This is an optimization exercise on Yosys and OpenROAD, whose aim is small area and a short achievable clock period, not a production implementation. Function was checked by simulation only, so behaviour that the tests miss may differ from the original. Power figures rest on the tool's default switching activity, not on a simulated workload.

## flow/design.v (module list and top-level ports; edited modules follow where they fit)
// module divider: 3170 lines
module divider
        (
                input wire signed [31:0] data1,
                input wire signed [31:0] data2,
                input wire clock,
                input wire reset_n,
                output reg signed [31:0] q,
                output reg signed [31:0] r
        );
  // ...
==> flow/run.sh <==
#!/bin/bash
# synth_recipe.tcl (not shown) runs the flow's synth.tcl, then flattens the netlist and writes it again
# the make line also repeats each setting of config.mk as NAME=value (left out here)
make -C /OpenROAD-flow-scripts/flow DESIGN_CONFIG=/design/flow/config.mk WORK_HOME=/design/flow/orfs CLKGATE_MAP_FILE= SYNTH_SCRIPT=/design/flow/synth_recipe.tcl finish
==> flow/config.mk <==
export PLATFORM = sky130hd
export DESIGN_NAME = divider
export DESIGN_NICKNAME = divider
export VERILOG_FILES = /design/flow/design.v
export SDC_FILE = /design/flow/constraint.sdc
export NUM_CORES = 4
export LEC_CHECK = 0
export ABC_AREA = 1
export CAP_MARGIN = 20
export CORE_MARGIN = 2
export CORE_UTILIZATION = 40
export SLEW_MARGIN = 20
==> flow/constraint.sdc <==
create_clock -name core_clock -period 150.0 [get_ports {clock}]
set_input_delay 30.0000 -clock core_clock [delete_from_list [all_inputs] [get_ports {clock}]]
set_output_delay 30.0000 -clock core_clock [all_outputs]
set_load 0.01 [all_outputs]
==> flow_summary.toml, run 1 <==
[worst_setup_path]
cp_num_buf_inv = 48
cp_num_cells = 372
crit_slowest_cell = "a21boi_2"

[sta]
rsz0062_at_grt = "no"
fmax_ghz = 0.0125

[finish]
syn_to_final_growth_pct = 2.45
clock_cell_area_share_pct = 0.872
seq-cell-share_pct = 3.26
signal_buffers = 200
dominant_cells = "multi-input gates"

[power_and_ir_drop]
power.group.top = "combinational cells"
p_seq_w = 0.0000249
ir_drop_uv = 8.05
p_seq_share_pct = 6.1

[cts]
clk_path_buf_depth = 2
cts.sinks = 64
numCtsBuffers = 9
root_buffer = "clkbuf_16"
path_clk_slew_ns = 0.06

[place]
place_ws_ns = 69.85

[grt]
grt_antenna_before_repair = 1
grt.busiest_layer = "met2"
grt_pass1_vias = 39359

[drt]
wl_per_cell_um = 16.2
wl_met3_mm = 7.30
drt_iter0_drc = 3113

[synth]
synth_cell_types = 97
synthCells = 6935
ys.warnings.count = 1
seq_area_frac_synth_pct = 3.34

[floorplanning]
n_tap_cell = 1265

[status]
status = "no timing/DRC/antenna violations"

[worst_hold_path]
min_to = "r[9]$_SDFF_PN0_"
==> run 2, diff against run 1 <==
==> flow/flow/run.sh (new file) <==
#!/bin/bash
# The standard layout (standard.sh, standard synthesis included), except
# that repair_timing after CTS and after global routing aims for a setup
# slack of flow/setup_margin ns instead of 0, using gate up-sizing only (no
# buffering, pin swaps or cloning), so the netlist keeps the synthesized
# structure. The design's SDC and clock period are used unchanged.
set -euo pipefail
MARGIN=$(cat flow/setup_margin)
bash standard.sh SETUP_SLACK_MARGIN=$MARGIN SETUP_MOVE_SEQUENCE=sizeup \
  SKIP_GATE_CLONING=1 SKIP_PIN_SWAP=1 finish > flow_make.log 2>&1
==> flow/flow/setup_margin (new file) <==
74
==> flow/standard.sh (new file) <==
#!/bin/bash
# synth_recipe.tcl (not shown) runs the flow's synth.tcl, then flattens the netlist and writes it again
# the make line also repeats each setting of config.mk as NAME=value (left out here)
make -C /OpenROAD-flow-scripts/flow DESIGN_CONFIG=/design/flow/config.mk WORK_HOME=/design/flow/orfs CLKGATE_MAP_FILE= SYNTH_SCRIPT=/design/flow/synth_recipe.tcl "${@:-finish}"
removed: flow/run.sh
==> flow_summary.toml, run 2 <==
[status]
status = "no timing/DRC/antenna violations"

[finish]
seq_area_um2 = 1280
fillers = 10099
final_cell_mix = "nand2_1, inv_1, nand3_1"
syn_to_final_growth_pct = 16.5
multi_input_area_um2 = 35700
largestRegisters = "q x32, r x32"
final_net_count = 6953
layout-drive-gt1-share_pct = 25.4
final_common_cell = "nand2_1"

[power_and_ir_drop]
swShare_pct = 62.3
p_clk_share_pct = 6.2
p_seq_share_pct = 5.6
netSwitchingPower_w = 0.000279
intPower_w = 0.000169
power.density_nw_per_um2 = 10.0
power.leakage_nw = 22.1
combPwrFrac_pct = 88.3
ir_drop_uv = 8.21

[worst_setup_path]
crit_path_end_kind = "flop"
cp_num_cells = 365
cp.arrival_ns = 74.52
cp_num_buf_inv = 47
crit_top_cell = "nand2_4"
max_stage_delay_ns = 0.76
cp_max_fo = 52
crit_end = "r[18]$_SDFF_PN0_"
critical_path_required_ns = 150.36
path_class = "in2reg"
crit_family = "simple AND/OR/NAND/NOR gates"
crit_slowest_cell = "a21boi_4"
cp-startpoint = "data2[14]"
cp-start-kind = "input port"

[synth]
synth_nets = 7002
synth-simple-area-share_pct = 58.5
synth_adder_area_share_pct = 0.0587
seq_area_frac_synth_pct = 3.34
syn_area_um2 = 38400
synth_top_area_share_pct = 23.1
synthMostInstantiatedCell = "nand2_1"
ys_top_cells_by_count = "nand2_1, nand3_1, inv_1"
ys_seq_elements = 64
yosysTopAreaCell = "nand2_1"
yosys.area_share.xor_xnor_pct = 10.8
synth_top_family_by_area = "simple AND/OR/NAND/NOR gates"
synth_cell_types = 97
synthMuxAreaShare_pct = 0
async_reset_ff_share_pct = 0
synth_edf_count = 0
synth_top_flop_cell = "dfxtp_1"
ys.warnings.count = 1
synth.area.top_cells = "nand2_1, nand3_1, xor2_1"
syn_area_per_cell_um2 = 5.53
synth_compound_area_share_pct = 10.4
synthCells = 6935

[grt]
grt_antenna_before_repair = 0
grt_pass1_wl_mm = 209
grt.total_usage_pct = 26.3
grt_max_degree = 53
grt_pass1_vias = 39565
grt_overflow_total = 0

[sta]
fin_crit_ns = 74.16
fin_crit_sh_pct = 49.4
worst_slew_pin_slew_ns = 1.08
rsz0062_at_grt = "yes"
tns_ns = 0
timing.hold.ws_ns = 30.21
fmax_ghz = 0.0135
slew_violations = 0
slew_headroom_pct = 27.4
hold_viol_final = 0
finalSetupViolations = 0

[floorplanning]
fp.dieArea_um2 = 98400
die_h_um = 314
fp.coreArea_um2 = 95000
num_io_pins = 130
fp.dieW_um = 314
start_util_pct = 40.4
rows = 113

[cts]
clk_path_buf_depth = 2
htree_num_levels = 3
numCtsBuffers = 9
cts.sinks = 64
root_buffer = "clkbuf_16"
cts_hold_buf = 0
cts_tree = "built"
path_clk_slew_ns = 0.06

[drt]
ant_nets = 0
route.vias.total = 44011
routed_wl_mm = 137
via_per_inst = 5.40
drt_iter0_drc = 3102
wl_per_cell_um = 16.8
drc_errors = 0
first_pass_iters = 9

[place]
hpwlAfterDp_mm = 105
gp_congestion = 0.969
io_buffer_count = 129

[job]
cap_violations = 0

[worst_hold_path]
min_path_type = "in2reg"
-- run 2: cell count changes in the layout (fill, tap and decap cells not counted), moves of 45 or more --
cell     before   now
nor2_1      514   451
nand2_2     236   404
nand3_2     167   268
nand2_1    2360  2075
xor2_1      388   333
nand2_8       2    47
inv_1       709   662
nand3_4      25    84
nand3_1     808   648
nand2_4     100   172
-- run 2: worst min path at each step --
stage                     cells after the start  startpoint               end  slack, ns
final                                         3     reset_n   r[9]$_SDFF_PN0_      30.21
after detailed placement                      3     reset_n   r[8]$_SDFF_PN0_      30.64
after global placement                        3     reset_n   r[4]$_SDFF_PN0_      30.65
after floorplan                               2     reset_n   q[0]$_SDFF_PN0_      30.18
after global routing                          3     reset_n  r[24]$_SDFF_PN0_      30.26
after CTS                                     3     reset_n  r[21]$_SDFF_PN0_      30.18
-- run 2: cells by family (layout without fill, tap and decap cells) --
group | count (synthesis) | after routing
AOI/OAI and AO/OA | 634 | 634
xor gates and xnor gates | 454 | 454
adders and majority gates | 2 | 2
buffers and inverters | 1152 | 1107
DFF | 64 | 64
other | 0 | 1
and+or+nand+nor | 4629 | 4629
-- run 2: layout make-up --
type	instances	share of cell area [%]
multi-input combinational	5719	79.9
tap	1265	3.54
antenna	1	0.00560
clock inverter	5	0.233
sequential	64	2.87
timing repair buffer	200	4.51
clock buffer	10	0.535
inverter	892	8.42
-- run 2: routing by layer --
| layer | vias to the layer above | routed length [um] | track usage [%] |
|---|---|---|---|
| met1 | 20372 | 57800 | 33.0 |
| met5 | - | 0 | 0 |
| li1 | 21988 | - | - |
| met4 | 0 | 5000 | 8.46 |
| met2 | 1343 | 66200 | 46.9 |
| met3 | 308 | 7860 | 2.61 |
-- run 2: power groups by stage --
stage	clock (W)	combinational (W)	sequential [W]
finish	0.0000275	0.000395	0.0000249
global route	0.0000289	0.000438	0.0000254
CTS	0.0000287	0.000356	0.0000250
detailed placement	0	0.000350	0.0000254
global placement	0	0.000347	0.0000252
floorplan	0	0.000278	0.0000280
-- run 2: repair_timing --
action,in CTS,in global routing
endpoints found under the hold margin,0,0
setup buffers,0,0
gates resized for setup,113,1084
endpoints found under the setup margin,64,64
-- run 2: stage by stage --
step	util [%]	setup WS [ns]	cells	power, W	cell area [um^2]
global placement	41.0	70.92	8139	0.000372	38900
floorplan	-	83.00	6935	0.000306	38400
detailed placement	41.0	69.85	8139	0.000375	38900
global route	47.0	72.40	8155	0.000492	44700
finish	47.0	75.84	8156	0.000447	44700
CTS	42.0	74.00	8154	0.000409	39900

-- separate check: timing with driven ports --
The results above use ideal ports. As a check the final layouts listed here were re-extracted and re-timed, cells and wires unchanged.
Step 1 assumes that a clkbuf_16 drives the clock port and a buf_2 every other input.
Step 2 times the ports against the registers' clock, not the clock port: input delays grow and output delays shrink by t, the midpoint of the rising clock arrivals with the driver on.
Slacks: ideal ports / drivers / drivers and shift; pairs: ideal ports / drivers.
run	t, ns	setup slack, ns	latest minus earliest clock arrival (ns)	worst slew at a driven data input, ns
run 1	0.496	69.826 / 69.878 / 69.381	0.019 / 0.019	0.04
run 2	0.493	75.843 / 75.882 / 75.389	0.016 / 0.015	0.05
After both steps every run listed still meets setup and hold. For run 2, which loses most, drivers alone change the setup slack by +0.039 ns; drivers and shift together by -0.454 ns.
